Source: an optimization exercise on an open RTL-to-GDS flow (aim: small area, a short achievable clock period and few clock cycles per item). Production flows keep margins and buffers that such runs may drop. No functional check of the RTL was part of this run. Power and IR drop assume default switching activity.

$ cat design.v
`timescale 1ns/1ps
module sbox(
    input  [63:0] a0, a1, a2, a3, a4,
    output [63:0] sl0, sl1, sl2, sl3, sl4
    );
    wire [63:0] b0 = a0 ^ (~a1 & a2);
    wire [63:0] b1 = a1 ^ (~a2 & a3);
    wire [63:0] b2 = a2 ^ (~a3 & a4);
    wire [63:0] b3 = a3 ^ (~a4 & a0);
    wire [63:0] b4 = a4 ^ (~a0 & a1);
    assign sl0 = b0 ^ b4;
    assign sl1 = b1 ^ b0;
    assign sl2 = ~b2;
    assign sl3 = b3 ^ b2;
    assign sl4 = b4;
endmodule
`timescale 1ns / 1ps
module linear_sub(
    input  [63:0] x0, x1, x2, x3, x4,
    input  [63:0] k3, k4,
    output [63:0] o0, o1, o2, o3, o4
    );
    function [63:0] ror(input [63:0] x, input integer n);
        ror = (x >> n) | (x << (64 - n));
    endfunction
    assign o0 = (x0 ^ ror(x0, 19)) ^ ror(x0, 28);
    assign o1 = (x1 ^ ror(x1, 61)) ^ ror(x1, 39);
    assign o2 = (x2 ^ ror(x2, 1))  ^ ror(x2, 6);
    assign o3 = (x3 ^ ror(x3, 10)) ^ (ror(x3, 17) ^ k3);
    assign o4 = (x4 ^ ror(x4, 7))  ^ (ror(x4, 41) ^ k4);
endmodule
`timescale 1ns / 1ps
module RND_Const(
    input  [3:0]  rnd,
    output [63:0] rc
);
    assign rc = {56'd0, ~rnd, rnd};
endmodule
`timescale 1ns / 1ps
module Perm(
    input  [319:0] S,
    input  [3:0]   rnd,
    input          sel,
    input  [63:0]  iv,
    input  [127:0] key,
    input  [127:0] nonce,
    input  [63:0]  k3, k4,
    output [319:0] S_out
    );
    wire [63:0] x0, x1, x2, x3, x4;
    assign {x0, x1, x2, x3, x4} = S;
    wire [63:0] rc;
    RND_Const L1(.rnd(rnd), .rc(rc));
    wire [63:0] s0 = x0 ^ x4;
    wire [63:0] s2 = x2 ^ rc ^ x1;
    wire [63:0] s4 = x4 ^ x3;
    wire [63:0] i0 = iv ^ nonce[63:0];
    wire [63:0] i2 = key[63:0] ^ 64'hf0 ^ key[127:64];
    wire [63:0] i4 = nonce[63:0] ^ nonce[127:64];
    wire [63:0] a0 = sel ? s0 : i0;
    wire [63:0] a1 = sel ? x1 : key[127:64];
    wire [63:0] a2 = sel ? s2 : i2;
    wire [63:0] a3 = sel ? x3 : nonce[127:64];
    wire [63:0] a4 = sel ? s4 : i4;
    wire [63:0] b0, b1, b2, b3, b4;
    sbox L2(.a0(a0), .a1(a1), .a2(a2), .a3(a3), .a4(a4),
            .sl0(b0), .sl1(b1), .sl2(b2), .sl3(b3), .sl4(b4));
    linear_sub L3(.x0(b0), .x1(b1), .x2(b2), .x3(b3), .x4(b4), .k3(k3), .k4(k4),
            .o0(S_out[319:256]), .o1(S_out[255:192]), .o2(S_out[191:128]),
            .o3(S_out[127:64]), .o4(S_out[63:0]));
endmodule
`timescale 1ns / 1ps
module initialization(
    input [127:0] key,
    input [127:0] nonce,
    input clk,
    input rst,
    input start,
    output reg finish,
    output reg [319:0] state
 );
   localparam [63:0] IV = 64'h00001000808c0001;
   reg        busy;
   reg [3:0]  rnd;     
   reg        last;    
   wire       go = start && !busy;
   wire [127:0] kx = last ? key : 128'd0;
   wire [319:0] nxt;
   Perm P(.S(state), .rnd(rnd), .sel(busy), .iv(IV), .key(key), .nonce(nonce),
          .k3(kx[127:64]), .k4(kx[63:0]), .S_out(nxt));
   always @(posedge clk) begin
      if (rst) begin
         busy   <= 1'b0;
         finish <= 1'b0;
         rnd    <= 4'd0;
         last   <= 1'b0;
      end else if (go) begin
         busy   <= 1'b1;
         finish <= 1'b0;
         rnd    <= 4'd1;
         last   <= 1'b0;
      end else if (busy) begin
         if (last) begin
            busy   <= 1'b0;
            finish <= 1'b1;
            rnd    <= 4'd0;
            last   <= 1'b0;
         end else begin
            rnd    <= rnd + 4'd1;
            last   <= (rnd == 4'd10);
         end
      end
   end
   always @(posedge clk) begin
      if (go || busy)
         state <= nxt;
   end
endmodule
$ cat flow/run.sh
#!/bin/bash
set -euo pipefail
export BUFFER_PORTS_ARGS="-buffer_cell sky130_fd_sc_hd__buf_2"
bash standard.sh > standard.log 2>&1
$ cat standard.sh
#!/bin/bash
# synth_recipe.tcl (not shown) runs the flow's synth.tcl, then flattens the netlist and writes it again
# the make line also repeats each setting of config.mk as NAME=value (left out here)
make -C /OpenROAD-flow-scripts/flow DESIGN_CONFIG=/design/flow/config.mk WORK_HOME=/design/flow/orfs CLKGATE_MAP_FILE= SYNTH_SCRIPT=/design/flow/synth_recipe.tcl "${@:-finish}"
$ cat config.mk
export PLATFORM = sky130hd
export DESIGN_NAME = initialization
export DESIGN_NICKNAME = initialization
export VERILOG_FILES = /design/flow/design.v
export SDC_FILE = /design/flow/constraint.sdc
export NUM_CORES = 4
export LEC_CHECK = 0
export CAP_MARGIN = 20
export CORE_MARGIN = 2
export CORE_UTILIZATION = 35
export CTS_CLUSTER_DIAMETER = 80
export CTS_CLUSTER_SIZE = 40
export GPL_ROUTABILITY_DRIVEN = 0
export SETUP_SLACK_MARGIN = 2.5
export SLEW_MARGIN = 20
$ cat constraint.sdc
create_clock -name core_clock -period 5.0 [get_ports {clk}]
set_input_delay 1.0000 -clock core_clock [delete_from_list [all_inputs] [get_ports {clk}]]
set_output_delay 1.0000 -clock core_clock [all_outputs]
set_load 0.01 [all_outputs]
==> results.sh <==
export IMPL_outcome="timing/DRC/antenna clean"
export IMPL_drtIter0Drc=4126
export IMPL_reg2reg_slack_ns=2.43
export IMPL_cts_root_buf="clkbuf_16"
export IMPL_clkSlewWorstSetupHoldPaths_ns=0.10
export IMPL_syn_instance_count=2983
export IMPL_syn_area_sq_mm=0.0350
export IMPL_worst_ep_arrival_time_ns=2.95
export IMPL_ir_worst_vdd_v=0.000405
export IMPL_clk_path_buf_depth=3
export IMPL_ys_types=48
export IMPL_setup_viol=0
export IMPL_ys_ff_latch=327
export IMPL_num_vias=30319
export IMPL_path_class="flip-flop to flip-flop"
export IMPL_syn_avg_cell_area_sq_um=11.7
export IMPL_slowest_stage="dfxtp_4"
export IMPL_wl_per_cell_microns=35.1
export IMPL_final_setup_worst_slack_ns=2.43
export IMPL_final_max_slew_viol_count=0
export IMPL_fin_setup_tns_ns=0
export IMPL_layout_min_cycle_time_ns=2.57
export IMPL_io_pins=580
export IMPL_final_period_utilization_pct=51.4
export IMPL_drive_above_1_share_pct=39.5
export IMPL_swShare_pct=45.6
export IMPL_rsz0062_at_grt="true"
export IMPL_ant_nets=0
export IMPL_synth_edff_count=320
export IMPL_placed_area_sq_mm=0.0397
export IMPL_grt_start_max_net_pins=54
export IMPL_syn_num_nets=3244
export IMPL_ys_seq_area_share_pct=27.9
export IMPL_dr_pass1_iters=5
export IMPL_clock_latency_ns=0.63
export IMPL_fp_dieW_microns=320
export IMPL_dp_cells=4824
export IMPL_synthArstFlopShare_pct=0
export IMPL_cts_htree_levels=1
export IMPL_critPathLaunchType="flip-flop"
export IMPL_power_switching_w=0.0203
export IMPL_dp_hpwl_microns=138000
export IMPL_maxCapViolations=0
export IMPL_yosysWarnings=2
export IMPL_cts_inserted_buffers=28
export IMPL_drt_wl_total_microns=184000
export IMPL_met3WireLength_microns=25900
export IMPL_drc=0
export IMPL_worstMarginPinSlew_ns=0.827
export IMPL_cts_tree="yes"
export IMPL_fmax_mhz=389
export IMPL_via_per_inst=5.77
export IMPL_p_clk_share_pct=5.6
export IMPL_synth_top_flop_cell="edfxtp_1"
export IMPL_rows=115
export IMPL_worstPathRequired_ns=5.38
export IMPL_clock_skew_ns=0.0324
export IMPL_critPathMaxFanout=15
export IMPL_leakagePower_nw=20.8
export IMPL_internal_power_w=0.0243
export IMPL_antenna_found_initial=42
export IMPL_post_route_cell_area_sq_mm=0.0493
export IMPL_wl_met1_microns=62900
export IMPL_power_density_mw_per_mm2=905
export IMPL_final_cell_count_no_fill=5253
export IMPL_path_cells="buf_12 -> buf_12 -> buf_16 -> buf_16 -> buf_4 -> mux2i_1 -> a211oi_1 -> xor2_2 -> buf_4 -> xor2_1 -> xnor2_1"
export IMPL_place_port_buffers=579
export IMPL_initial_core_util_pct=35.4
export IMPL_core_area_sq_mm=0.0987
export IMPL_grt_pass1_wl_microns=243000
export IMPL_hp_class="flip-flop to flip-flop"
export IMPL_highest_layer="met5"
export IMPL_critPathMaxStageDelay_ns=0.37
export IMPL_cp_end_kind="flip-flop"
export IMPL_holdWs_ns=0.491
export IMPL_areaGrowthSynthToFinish_pct=40.9
export IMPL_die_area_sq_mm=0.103
export IMPL_hold_viol=0
export IMPL_seq_power_share_pct=20.6
export IMPL_place_ws_ns=1.19
export IMPL_pwr_share_comb_pct=73.8
export IMPL_met2_length_microns=79700
export IMPL_first_global_vias=28876
export IMPL_clock_sinks=327
export IMPL_relSlewSlack_pct=44.9
export IMPL_fp_dieH_microns=320
export IMPL_track_usage_pct=34.4
export IMPL_overflow=0
export IMPL_finalNetCount=4179
[cell usage after synthesis (2+ instances only)]
cell type  number  area, sq um
nor2b_1        17          106
nand2b_1       30          188
nor2_1        175          657
or2_2           2         12.5
and2_1          9         56.3
ha_1            2         25.0
xor3_1        143         3400
o32ai_2         3         48.8
mux2i_4        13          293
o21ai_1        34          170
xnor2_2        18          293
edfxtp_1      320         9610
a32oi_1        81          709
buf_4          20          150
buf_1           3         11.3
o32ai_1        25          219
o21ai_0        30          150
clkbuf_1       22         82.6
dfxtp_1         7          140
a2bb2oi_1      36          315
nand3b_1        6         45.0
mux2i_1       143         1430
xor2_1        485         4250
a22oi_1         2         15.0
xor2_2          6         97.6
a211oi_2        5         62.6
nand2_1       310         1160
buf_6          24          270
xnor3_1       185         4170
buf_2          38          190
a211oi_1        5         37.5
xnor2_1       613         5370
a21oi_1        84          420
inv_1          30          113
mux2i_2        44          606
[cells by family (layout without fill, tap and decap cells)]
| family | after synthesis | count (layout) | share of synthesized area (%) |
|---|---|---|---|
| compound gates | 312 | 312 | 6.33 |
| xor+xnor | 1450 | 1450 | 50.2 |
| fa+ha+maj | 2 | 2 | 0.0715 |
| buf+inv | 139 | 1094 | 2.40 |
| flops | 327 | 327 | 27.9 |
| mux | 201 | 201 | 6.69 |
| other cells | 0 | 28 | 0 |
| simple gates | 552 | 552 | 6.42 |
[area by class of cell]
class	count	area (sq um)
clock buffers	29	726
inverters	31	143
multi-input cells	2517	28900
flip-flops and latches	327	9760
fillers	8596	49400
repair buffers	1008	7800
repair inverters	5	118
well taps	1287	1610
clock inverters	21	220
diodes	28	70.1
[cell usage in the layout, fill, tap and decap left out, types with 34 or more instances in the layout]
cell type	netlist	final
a21oi_1	84	70
a32oi_1	81	73
buf_12	0	76
buf_2	38	579
buf_4	20	308
clkbuf_16	0	34
edfxtp_1	320	320
mux2i_1	143	72
mux2i_4	13	114
nand2_1	310	304
nor2_1	175	174
o21ai_1	34	38
xnor2_1	613	522
xnor2_2	18	64
xnor2_4	0	45
xnor3_1	185	182
xor2_1	485	342
xor2_2	6	103
xor2_4	0	46
xor3_1	143	140
[layer usage]
metal  GRT usage [%]  up-vias
met3            10.6      588
li1                -    12188
met2            51.8     2415
met1            42.3    15106
met4            23.3       22
met5               0        -
[worst paths after layout]
check | depth (start not counted) | to | startpoint
min reg2reg | 2 | finish | finish
max | 11 | state[40] | busy
max reg2reg | 11 | state[40] | busy
min | 2 | finish | finish
[flip-flops by register name, summed over array words and instances, names as in the netlist]
signal and flops:
state 320, last 1, rnd 4, busy 1, finish 1
[worst max-delay path: cells and delay by family (launching register included)]
| kind | cells | cell delay [ns] |
|---|---|---|
| AO/OA/AOI/OAI | 1 | 0.37 |
| XOR/XNOR | 3 | 0.54 |
| buffers and inverters | 6 | 0.91 |
| flip-flops | 1 | 0.37 |
| multiplexers | 1 | 0.12 |
[power groups by stage]
stage	clock network [W]	registers (W)	logic (W)
floorplan	0	0.00847	0.0167
global placement	0	0.00924	0.0255
detailed placement	0	0.00920	0.0257
CTS	0.00246	0.00906	0.0304
global route	0.00253	0.00919	0.0338
finish	0.00248	0.00919	0.0329
[per-stage QoR]
stage,total power (W),utilization [%]
2_1_floorplan,0.0252,-
3_3_place_gp,0.0348,40.2
3_5_place_dp,0.0349,40.2
4_1_cts,0.0419,47.6
5_1_grt,0.0455,49.9
6_report,0.0446,50.0
[repair_timing]
action,CTS,global route
endpoints found under the setup margin,615,254
gates cloned,23,6
hold buffers,0,0
resized for setup,492,165
hold endpoints to repair,0,0
pin swaps,93,47
setup buffers,190,132

## what the ideal ports hide
How much do the figures lean on ideal ports? The routed layout below was timed once more, with nothing changed but the port constraints.
Step 1 assumes that a clkbuf_16 drives the clock port and a buf_2 every other input.
Step 2 moves the port delays by t, midway between the first and last clock arrival at a register: inputs arrive t later, outputs are due t later. That takes back most of the time a late clock gives input paths.
Three values: ideal ports, drivers, drivers and shift; two values: the first two.
t, ns: 0.684
setup slack, ns: 2.430 / 2.388 / 2.011
worst data-port slew with drivers (ns): 0.18
After both steps this run still meets setup and hold. For this run, drivers alone change the setup slack by -0.042 ns; drivers and shift together by -0.419 ns.
